Source: an optimization exercise on an open RTL-to-GDS flow (aim: small area). Production flows keep margins and buffers that such runs may drop.
Only simulation tests tie the RTL to the original design; equivalence was not proved.
Power and IR drop assume default switching activity.

--- flow/config.mk ---
export PLATFORM = sky130hd
export DESIGN_NAME = top
export DESIGN_NICKNAME = top
export VERILOG_FILES = /design/flow/design.v
export SDC_FILE = /design/flow/constraint.sdc
export NUM_CORES = 4
export LEC_CHECK = 0
export CAP_MARGIN = 20
export CORE_MARGIN = 2
export CORE_UTILIZATION = 40
export SLEW_MARGIN = 20
--- flow/constraint.sdc ---
create_clock -name core_clock -period 10.0 [get_ports {clk}]
set_input_delay 2.0000 -clock core_clock [delete_from_list [all_inputs] [get_ports {clk}]]
set_output_delay 2.0000 -clock core_clock [all_outputs]
set_load 0.01 [all_outputs]
--- flow/design.v ---
`timescale 1ns / 1ps
module readinput(
    input clk, rst,
    input [15:0] SW,
    output wire [3:0] car_nb,
    output wire enter, exit
    );
    reg [3:0] car_nb_in;
    reg diff2;
    reg [15:0] present;
    reg [15:0] past;
    reg enter_in, exit_in;
    wire diff;
    always @(posedge clk) begin 
        if(!rst) begin
            present <=0;
            past<=0;
        end
        else begin
            present <= SW;
            past <= present;  
            end    
    end
    assign diff = (past==present)? 0:1;  
    always @(posedge clk) begin
        if(!rst) diff2<=0;
        else diff2<=diff;
    end
    always @(posedge clk) begin
        if(!rst) begin
            exit_in<=1'b0;
            enter_in<=1'b0;
        end
        else if(diff2) begin
            if(present[car_nb_in]) begin
                 enter_in<=1'b1;
                 exit_in<=1'b0;
            end
            else begin
                exit_in<=1'b1;
                enter_in<=1'b0;
            end 
        end   
        else begin
            exit_in<=1'b0;
            enter_in<=1'b0;
        end
    end
    always@(posedge clk) begin
        if(!rst) begin 
        car_nb_in <=0;
        end
        else if(diff) begin
            case(past^present)
                16'b0000000000000001: car_nb_in <= 'b0000;  
                16'b0000000000000010: car_nb_in <= 'b0001;
                16'b0000000000000100: car_nb_in <= 'b0010;
                16'b0000000000001000: car_nb_in <= 'b0011;
                16'b0000000000010000: car_nb_in <= 'b0100;
                16'b0000000000100000: car_nb_in <= 'b0101;
                16'b0000000001000000: car_nb_in <= 'b0110;
                16'b0000000010000000: car_nb_in <= 'b0111;
                16'b0000000100000000: car_nb_in <= 'b1000;
                16'b0000001000000000: car_nb_in <= 'b1001;        
                16'b0000010000000000: car_nb_in <= 'b1010;
                16'b0000100000000000: car_nb_in <= 'b1011;        
                16'b0001000000000000: car_nb_in <= 'b1100;
                16'b0010000000000000: car_nb_in <= 'b1101;
                16'b0100000000000000: car_nb_in <= 'b1110;
                16'b1000000000000000: car_nb_in <= 'b1111;
                default: car_nb_in <='b0000;
            endcase
      end
      end
assign car_nb = car_nb_in; 
assign enter = enter_in;
assign exit = exit_in;
endmodule
`timescale 1ns / 1ps
module parking_controller(
    input clk, rst, exit, enter, pw_correct, pwdone,
    input [15:0] SW,
    input [3:0] car_nb, output wire [2:0] TriLED1,
    output wire [15:0] LED, 
    output wire [1:0] segstate, output wire pwstart,  
    output wire full
    );
    reg [3:0] parked_car;  
    reg [15:0] LED_in;
    reg [1:0] segstate_in;
    reg pwstart_in;
    parameter [2:0] s0 =3'b000, s1=3'b001, s2=3'b010, s3=3'b011, s4=3'b100, s5=3'b101;
    parameter [1:0] seg_full=2'b00, seg_enter=2'b01, seg_error=2'b10, seg_off=3'b11;
    reg [1:0] preState, nextState;
always @ (posedge clk) begin  
        if (!rst)  
           begin preState <= s0; 
                 LED_in <=16'b0;
           end 
        else begin 
        preState <= nextState; 
        if (preState == s2) begin  LED_in[car_nb] <= 1'b1; end
        else if (preState == s3) begin  LED_in[car_nb] <= 1'b0; end 
        else begin  LED_in <= LED_in; end 
        end     
    end
    always @(posedge clk) begin
        if (!rst) segstate_in <= seg_off;
        else begin 
            if(full & !(preState==s3)) segstate_in <= seg_full;
            else if(enter|(preState==s3)) segstate_in <= seg_off;
            else if(pw_correct && pwdone) segstate_in <= seg_enter;
            else if(!pw_correct && pwdone) segstate_in <= seg_error;
        else segstate_in<=segstate_in; end 
    end
    always @(*) begin          
             if (!rst) begin             
             pwstart_in = 1'b0;
             nextState=s0;
             end 
             else begin 
             case(preState)
                s0:  begin 
                     pwstart_in = 0;
                     if(exit) nextState=s3;
                     else if(enter & !full) nextState=s1;
                     else nextState=s0;
                     end
                s1: begin
                    if(!pwdone) nextState = s1;  
                    else if(pwdone & pw_correct) nextState = s2;  
                    else nextState = s0;
                    pwstart_in = 1'b1;
                    end
                s2: begin   
                    nextState = s0;
                    pwstart_in = 1'b0;  
                    end
                 s3: begin 
                     nextState = s0;  
                     pwstart_in = 1'b0;
                    end    
                default:  begin
                          nextState = s0; 
                          pwstart_in = 1'b0; 
                          end
            endcase  
            end             
         end
         assign full = (LED == 16'b1111_1111_1111_1111)? 1'b1:1'b0; 
         assign LED = LED_in; 
         assign segstate = segstate_in; 
         assign pwstart = pwstart_in;
         assign TriLED1[1] = (pwstart)? 1:0; assign TriLED1[0] = 0; assign TriLED1[2] = 0;
endmodule
`timescale 1ns / 1ps
module pwread(
    input clk, BTNL, BTNR, BTNU, BTND, BTNC, 
    output wire [2:0] pwinput,
    output wire pw_entered, output wire [2:0] TriLED2
);
    assign pwinput = (BTNL)? 3'b001: (BTNR)? 3'b010: (BTNU)? 3'b011: (BTND)? 3'b100: (BTNC)? 3'b101: 3'b000;
    assign pw_entered = (pwinput != 3'b000)? 1: 0; 
    assign TriLED2[0] = (pw_entered == 1'b1)? 1: 0; assign TriLED2[1] = 0; assign TriLED2[2] = 0;
endmodule 
`timescale 1ns / 1ps
`timescale 1ns/1ps
module pwcheck(
    input rst, clk, pwstart, pw_entered, 
    input [2:0] pwinput,
    output wire pw_correct, pwdone
    );
reg [3:0] ps, ns;  
reg pw_correct_in, pwdone_in;
parameter [3:0] 
            S0 = 4'b0000, S1 = 4'b0001, S2 = 4'b0010, S3= 4'b0011, S4 = 4'b0100, 
            S5 = 4'b0101, S6 = 4'b0110, S7 = 4'b0111, S8 = 4'b1000, 
            E9 = 4'b1001, E10 = 4'b1010, E11 = 4'b1011, E12 = 4'b1100, E13 = 4'b1101, E14 = 4'b1110, E15 = 4'b1111;
parameter [2:0]
		    left = 3'b001, right = 3'b010, up= 3'b011, down = 3'b100, center = 3'b101;  
always @(posedge clk) begin
    if (!rst) begin ps <= S0; end
    else begin ps <= ns; end 
end
always @(*) begin
    if (!rst) begin ns = S0; pw_correct_in = 0; pwdone_in = 0; end
    else if (rst & pwstart) begin
        case (ps)
            S0: begin if (pw_entered != 1) ns = S0;
                      else ns = S1; 
                      pw_correct_in = 0; pwdone_in = 0; 
                end
            S1: begin if ((pw_entered == 1) & (pwinput == left)) ns = S2;
                      else if ((pw_entered == 1) & (pwinput != left)) ns = E9; 
                      else ns = S1;  
                      pw_correct_in = 0; pwdone_in = 0;
                end
            S2: begin if (pw_entered == 1) ns = S2;
                      else ns = S3;         
                      pw_correct_in = 0; pwdone_in = 0; 
                end
            S3: begin if ((pw_entered == 1) & (pwinput == right)) ns = S4;
                      else if ((pw_entered == 1) & (pwinput != right)) ns = E11; 
                      else ns = S3;
                      pw_correct_in = 0; pwdone_in = 0;
                end          
            S4: begin if (pw_entered == 1) ns = S4;
                       else ns = S5; 
                       pw_correct_in = 0; pwdone_in = 0;         
                end          
            S5: begin if ((pw_entered == 1) & (pwinput == up)) ns = S6;
                      else if ((pw_entered == 1) & (pwinput != up)) ns = E13;
                      else ns = S5; 
                      pw_correct_in = 0; pwdone_in = 0;
                end   
            S6: begin if (pw_entered == 1) ns = S6;
                      else ns = S7;            
                      pw_correct_in = 0; pwdone_in = 0; 
                end                    
            S7: begin if ((pw_entered == 1) & (pwinput == center)) ns = S8;
                      else if ((pw_entered == 1) & (pwinput != center)) ns = E15; 
                      else ns = S7;
                      pw_correct_in = 0; pwdone_in = 0;
                end    
            S8: begin if (pw_entered == 1) ns = S8;  
                      else ns = S0;
                      pw_correct_in = 1; pwdone_in = 1;
                end
            E9: begin if (pw_entered == 1) ns = E9; 
                      else ns = E10;       
                      pw_correct_in = 0; pwdone_in = 0;
                end    
            E10: begin if (pw_entered == 1) ns = E11;  
                      else ns = E10;     
                      pw_correct_in = 0; pwdone_in = 0;       
                end    
            E11: begin if (pw_entered == 1) ns = E11;  
                      else ns = E12;     
                      pw_correct_in = 0; pwdone_in = 0;   
                end                                         
            E12: begin if (pw_entered == 1) ns = E13;  
                      else ns = E12;     
                pw_correct_in = 0; pwdone_in = 0;     
                end         
            E13: begin if (pw_entered == 1) ns = E13;  
                          else ns = E14;     
                 pw_correct_in = 0; pwdone_in = 0;  
                end              
            E14: begin if (pw_entered == 1) ns = E15;  
                          else ns = E14;     
                 pw_correct_in = 0; pwdone_in = 0;    
                end       
            E15: begin if (pw_entered == 1) ns = E15;  
                      else ns = S0;     
                 pw_correct_in = 0; pwdone_in = 1;     
                end         
            default: begin ns = S0; pw_correct_in = 0; pwdone_in = 0; end
            endcase
            end
      else begin ns = S0; pw_correct_in = 0; pwdone_in = 0; end 
end 
assign pw_correct = pw_correct_in; 
assign pwdone = pwdone_in;
endmodule
`timescale 1ns / 1ps
module sevensegment(
    input clk, rst,
    input [1:0] segstate,
    output reg [7:0] digit,
    output reg [6:0] seg
    );
reg [55:0] seg1;  
reg [31:0] count;  
reg clk_10000;
always @(posedge clk)begin   
   if (!rst) begin
       count <= 32'd0;
       clk_10000 <= 0;
   end
   else begin
       if(count=='d10000) begin
            count<=32'd0;
            clk_10000<=~clk_10000;
        end
        else begin
        count<=count+1;
        end
    end
end
always@(posedge clk) begin  
   if(!rst) begin
      digit <= 8'b11111110;
   end
   else if(count=='d10000 && !clk_10000) begin
       digit <= {digit[6:0], digit[7]};
   end
end
always@(segstate) begin
   case(segstate)
        2'b00: seg1 = 56'b1111111_1111111_1111111_1111111_0111000_1000001_1110001_1110001;  
        2'b01: seg1 = 56'b1111111_1111111_1111111_0110000_1101010_1110000_0110000_1111010;  
        2'b10: seg1 = 56'b1111111_1111111_1111111_0110000_1111010_1111010_1100010_1111010;  
        2'b11: seg1 = 56'b1111111_1111111_1111111_1111111_1111111_1111111_1111111_1111111;  
      default : seg1 = 56'b0000000_0000000_0000000_0000000_0000000_0000000_0000000_0000000;
    endcase
end
always @(digit or seg1) begin
    case(digit)
        8'b11111110: seg = seg1[6:0];
        8'b11111101: seg = seg1[13:7];
        8'b11111011: seg = seg1[20:14];
        8'b11110111: seg = seg1[27:21];
        8'b11101111: seg = seg1[34:28];
        8'b11011111: seg = seg1[41:35];
        8'b10111111: seg = seg1[48:42];
        8'b01111111: seg = seg1[55:49];
        default : seg = 7'b0;
    endcase
end
endmodule
`timescale 1ns / 1ps
module top(
clk, 
rst, 
BTNL, 
BTNR,
BTNU,
BTND,
BTNC,
SW, 
LED, TriLED1, TriLED2,
seg,
digit
);
input clk;  
input rst;
input BTNL, BTNR, BTNU, BTND, BTNC;
input [15:0] SW;
output [15:0] LED;  
output [6:0] seg;
output [7:0] digit;
output [2:0] TriLED1, TriLED2;
wire enter, exit, full, pw_correct, pwdone, pw_entered, pwstart;
wire [3:0] enter_car_nb, exit_car_nb, car_nb; 
wire [2:0] pwinput; 
wire [1:0] segstate;
readinput RI(clk, rst, SW, car_nb, enter, exit);      
parking_controller PC(clk, rst, exit, enter, pw_correct, pwdone, SW, car_nb, TriLED1, LED, segstate, pwstart, full);
pwread PWR(clk, BTNL, BTNR, BTNU, BTND, BTNC, pwinput, pw_entered, TriLED2);          
pwcheck PWC(rst, clk, pwstart, pw_entered, pwinput, pw_correct, pwdone);   
sevensegment SS(clk, rst, segstate, digit, seg);       
endmodule
--- flow/run.sh ---
#!/bin/bash
# synth_recipe.tcl (not shown) runs the flow's synth.tcl, then flattens the netlist and writes it again
# the make line also repeats each setting of config.mk as NAME=value (left out here)
make -C /OpenROAD-flow-scripts/flow DESIGN_CONFIG=/design/flow/config.mk WORK_HOME=/design/flow/orfs CLKGATE_MAP_FILE= SYNTH_SCRIPT=/design/flow/synth_recipe.tcl finish
==> run summary <==
Detailed routing:
- The detailed router placed 4317 vias in this run.
- The detailed-route DRC error count is 0.
- The iteration count of the initial detailed-routing pass is 4.
- Summed over all layers, the routed wires come to 11.0 mm.
- The number of vias per cell after detailed routing is 5.23.
- The average wire per cell in the routed design is 13.4 um.
- The number of nets still failing antenna checks after routing is 0.
- The detailed router's first-iteration violation count is 293.

STA:
- Subtracting the final worst setup slack from the clock period gives 5.78 ns.
- The final hold violation count is 0.
- At the pin with the least slew margin, the transition time is 0.857 ns.
- In this run the tightest slew margin relative to its limit is 41.4%.
- On the final layout, the worst clock skew is 0.00845 ns.
- Of the available clock period, the critical path in the final layout requires 57.8%.
- Setup violations remaining at the end of the flow were counted as 0.
- The setup TNS is 0 ns.
- The peak clock frequency supported by timing is 0.173 GHz.
- Setup repair after global routing left no endpoint under its margin.
- The count of final max-slew check failures came to 0.

Cells and area:
- The repair_antennas step left the layout with diodes totalling 0.
- The layout cell share with drive strength beyond 1 is 4.92%.
- The number of nets in the final layout is 678.
- Measured on the finished design, the core utilization comes to 47.5%.
- The count of cells in the finished layout, fillers not included, comes to 826.
- The filler cell count in the final layout is 1249.
- In the final layout, the multi-input gates occupy 0.00299 mm^2.
- The area growth from synthesis to layout is 17.3%.
- The storage element area is 0.00208 mm^2.

Synth:
- After synthesis, the most frequently instantiated cells are dfxtp_1 (104), nor2_1 (61), nand2_1 (55).
- The most frequently used cell type in the post-synthesis netlist is dfxtp_1.
- In the synthesized netlist, the number of instances is 608.
- Of the post-synthesis cell area, the dominant cell type holds 39.3%.
- After synthesis, the cell types taking the most area are dfxtp_1 (39%), xnor2_1 (7.3%), nor2_1 (4.3%), and2_1 (4.1%), nand2_1 (3.9%).
- The number of warnings printed during yosys synthesis is 4.
- The netlist uses 60 different library cells.
- The number of flops mapped to enable cells by yosys is 0.
- Of all cell types, the one taking the most synthesized area is dfxtp_1.
- Of all flip-flops after synthesis, the portion carrying an async set or reset was 0%.
- The most used flip-flop cell after synthesis is dfxtp_1.
- The flop and latch count out of synthesis is 104.
- Sequential elements use 39.3% of the synthesized area.
- The per-instance average area after synthesis is 8.71 um^2.
- The post-synthesis cell area is 0.00530 mm^2.

Worst setup path:
- For the worst setup path, the data arrival time is 3.78 ns.
- The startpoint of the most critical register-to-register path is SS.count[0].
- The critical path goes through clkdlybuf4s50_1 > nor4_1 > nand2b_1 > clkdlybuf4s50_1.
- The capture point of the worst reg-to-reg path is SS.count[6].
- Counting cells, the worst reg-to-reg path comes to 7.
- At the worst endpoint, the required time is 8.00 ns.
- The worst-path maximum fanout is 7.
- The internal reg-to-reg setup slack is 7.70 ns.
- The critical path contains buffers and inverters numbering 2 combined.
- The worst setup path startpoint is BTNU.
- STA classifies the critical path startpoint as a primary input.
- Counting buffers and inverters, the worst setup path is 4 cells deep.
- In this design, the largest share of critical-path delay is due to buffers and inverters.
- The endpoint type of the worst setup path is an output pin.
- The worst setup path is of the in -> out kind.
- The most prevalent standard cell on the critical path is clkdlybuf4s50_1.
- In this design, the stage delay of the slowest critical-path cell is 0.55 ns.
- For this design, the slowest cell found on the critical path is clkdlybuf4s50_1.
- The destination of the critical timing path is TriLED2[0].

Power and ir drop:
- Cell internal power was estimated by the tool at 644 uW.
- Per report_power, the sequential group accounts for 51.5% of the total.
- The clock power share is 40.6%.
- The peak ir drop on the vdd network is 0.0000919 V.
- Net switching is 23.3% of the power.
- In this run the power density over the cells is 135 mW/mm^2.
- Per report_power, the combinational group accounts for 7.9% of the total.
- The static leakage is 0.00224 uW.
- The net switching component of the power is 196 uW.

Clock network:
- The CTS tree is built.
- Once the clock tree was built, the setup fixing pass inserted 0 buffers.
- Clock-pin slew was measured on the worst setup and hold paths at 0.06 ns.
- Counting the buffers created by CTS gives 9.
- In this run the number of H-tree levels came out at 3.
- The deepest clock path buffer count is 2.
- After clock tree synthesis, the flow added hold-fix buffers numbering 0.
- The cell at the root of the clock tree is clkbuf_16.
- After clock tree synthesis, the repair step resized 0 gates.
- For the worst-skew pair, the clock arrives at the later sink with an insertion delay of 0.35 ns.
- Clock tree synthesis found a total of 104 sinks.

Floorplanning:
- Measured along the y axis, the die boundary spans 119 um.
- In this run the core area contains 42 standard-cell rows.
- The die width is 119 um.
- The total I/O pin count is 60.
- For this configuration, the core starts out at a cell density of 40.5%.
- The die covers 0.0142 mm^2.
- The standard cell core area is 0.0131 mm^2.

GRT:
- The total routing usage reported by global routing is 16.0%.
- The pin count of the biggest net entering global routing is 63.
- The number of antenna violations at the first check in global routing came to 0.
- The number of global-route vias before repair is 4113.
- The total overflow left after global routing is 0.
- The first global-routing pass estimated 18.8 mm of wire.

Place:
- The number of buffers inserted by port buffering is 55.
- The wire-length estimate of the detail-placed layout is 7.87 mm.
- Once placement completed, the tool counted placed cells totaling 810.
- The final estimated routing congestion in global placement is 0.796.

Hold path:
- The class of the most critical hold timing path is reg -> reg.

Run:
- Max-cap violations in this run came to 0.

Run status:
- The flow ran to the end and the layout has no timing, DRC or antenna violations.
-- worst register-to-register path, stage by stage, from the launching register on --
cell and delay (ns):
dfxtp_1 0.37, inv_1 0.09, ha_1 0.15, nor4b_1 0.26, nand4_1 0.28, nor3_1 0.29, nand2b_2 0.59, nor2_1 0.13
-- kinds of logic after synthesis --
| kind of cell | after synthesis | share of synthesized area, % |
|---|---|---|
| AOI/OAI and AO/OA | 76 | 9.52 |
| xor gates and xnor gates | 60 | 9.92 |
| adders and majority gates | 12 | 2.74 |
| buffers and inverters | 54 | 4.53 |
| DFF | 104 | 39.3 |
| muxes | 26 | 6.12 |
| other | 1 | 0.0708 |
| and+or+nand+nor | 275 | 27.8 |
-- layer usage --
| layer | track usage, % | share of wire, % | vias to the layer above |
|---|---|---|---|
| met5 | 0 | 0 | - |
| met4 | 5.88 | 1.7 | 0 |
| met3 | 2.87 | 3.3 | 17 |
| met2 | 26.5 | 47 | 63 |
| met1 | 20.7 | 48 | 2054 |
| li1 | - | - | 2183 |
-- metrics by stage --
stage	hold slack (ns)	setup WS, ns	area [um^2]	power, uW
after floorplan	0.415	5.15	5310	487
final	0.444	4.22	6220	839
after detailed placement	0.432	4.23	5920	508
after global placement	0.426	4.27	5920	505
after CTS	0.447	4.22	6220	849
after global routing	0.472	4.08	6220	873
-- final cells by class --
class                           count  area share, %
Sequential cell                   104           33.5
Tap cell                          176           3.54
Multi-Input combinational cell    453           48.1
Timing Repair Buffer               56           8.90
Inverter                           21           1.27
Clock inverter                      4          0.423
Clock buffer                       12           4.29
-- cell usage in the layout (no fill, tap or decap), drive strengths merged, types with 3 or more instances in the layout --
master         synthesis  final
nand4b                 3      3
a211oi                 4      4
dfxtp                104    104
nor2b                  3      3
xor2                  16     16
o21a                   4      4
mux2i                 20     20
o211ai                 5      5
a21oi                 20     20
a311oi                 5      5
and3                   5      5
clkdlybuf4s50          0     54
nor4                  14     14
nand2b                 7      7
conb                   1      4
and4                   8      8
nand2                 55     55
nand3b                 5      5
a221oi                 3      3
mux4                   5      5
clkbuf                20     12
nor3b                  6      6
nor3                  23     23
xnor2                 44     44
nor2                  61     61
nand3                 27     27
ha                    10     10
and2                  35     35
inv                   21     22
nand4                 11     11
o21ai                 17     17
-- worst min-delay path by stage --
stage | end | cells past startpoint | from | slack, ns
floorplan | RI.exit_in | 2 | RI.diff2 | 0.41
global placement | RI.exit_in | 2 | RI.diff2 | 0.43
detailed placement | RI.exit_in | 2 | RI.diff2 | 0.43
CTS | RI.exit_in | 2 | RI.diff2 | 0.45
global route | RI.exit_in | 2 | RI.diff2 | 0.47
finish | RI.exit_in | 2 | RI.diff2 | 0.44
-- power groups by stage --
| stage | logic [uW] | registers [uW] | clock network [uW] |
|---|---|---|---|
| 5_1_grt | 73.4 | 434 | 366 |
| 4_1_cts | 66.1 | 432 | 350 |
| 2_1_floorplan | 49.3 | 438 | 0 |
| 6_report | 66.3 | 432 | 341 |
| 3_5_place_dp | 65.6 | 442 | 0 |
| 3_3_place_gp | 63.2 | 442 | 0 |

==> static timing again, ports no longer ideal <==
The results above use ideal ports. As a check the final layout listed here was re-extracted and re-timed, cells and wires unchanged.
Step 1 assumes that a clkbuf_16 drives the clock port and a buf_2 every other input.
Step 2 also shifts input and output timing later by t, the mid clock arrival at the registers, as if the neighbouring blocks saw the same clock.
Three values: ideal ports, drivers, drivers and shift; two values: the first two.
shift t [ns]: 0.383
setup slack, ns: 4.218 / 4.194 / 4.194
pins driven straight from the clock port: 1
After both steps this run still meets setup and hold. The setup slack of this run moves by -0.024 ns with the drivers and by -0.024 ns with both steps.
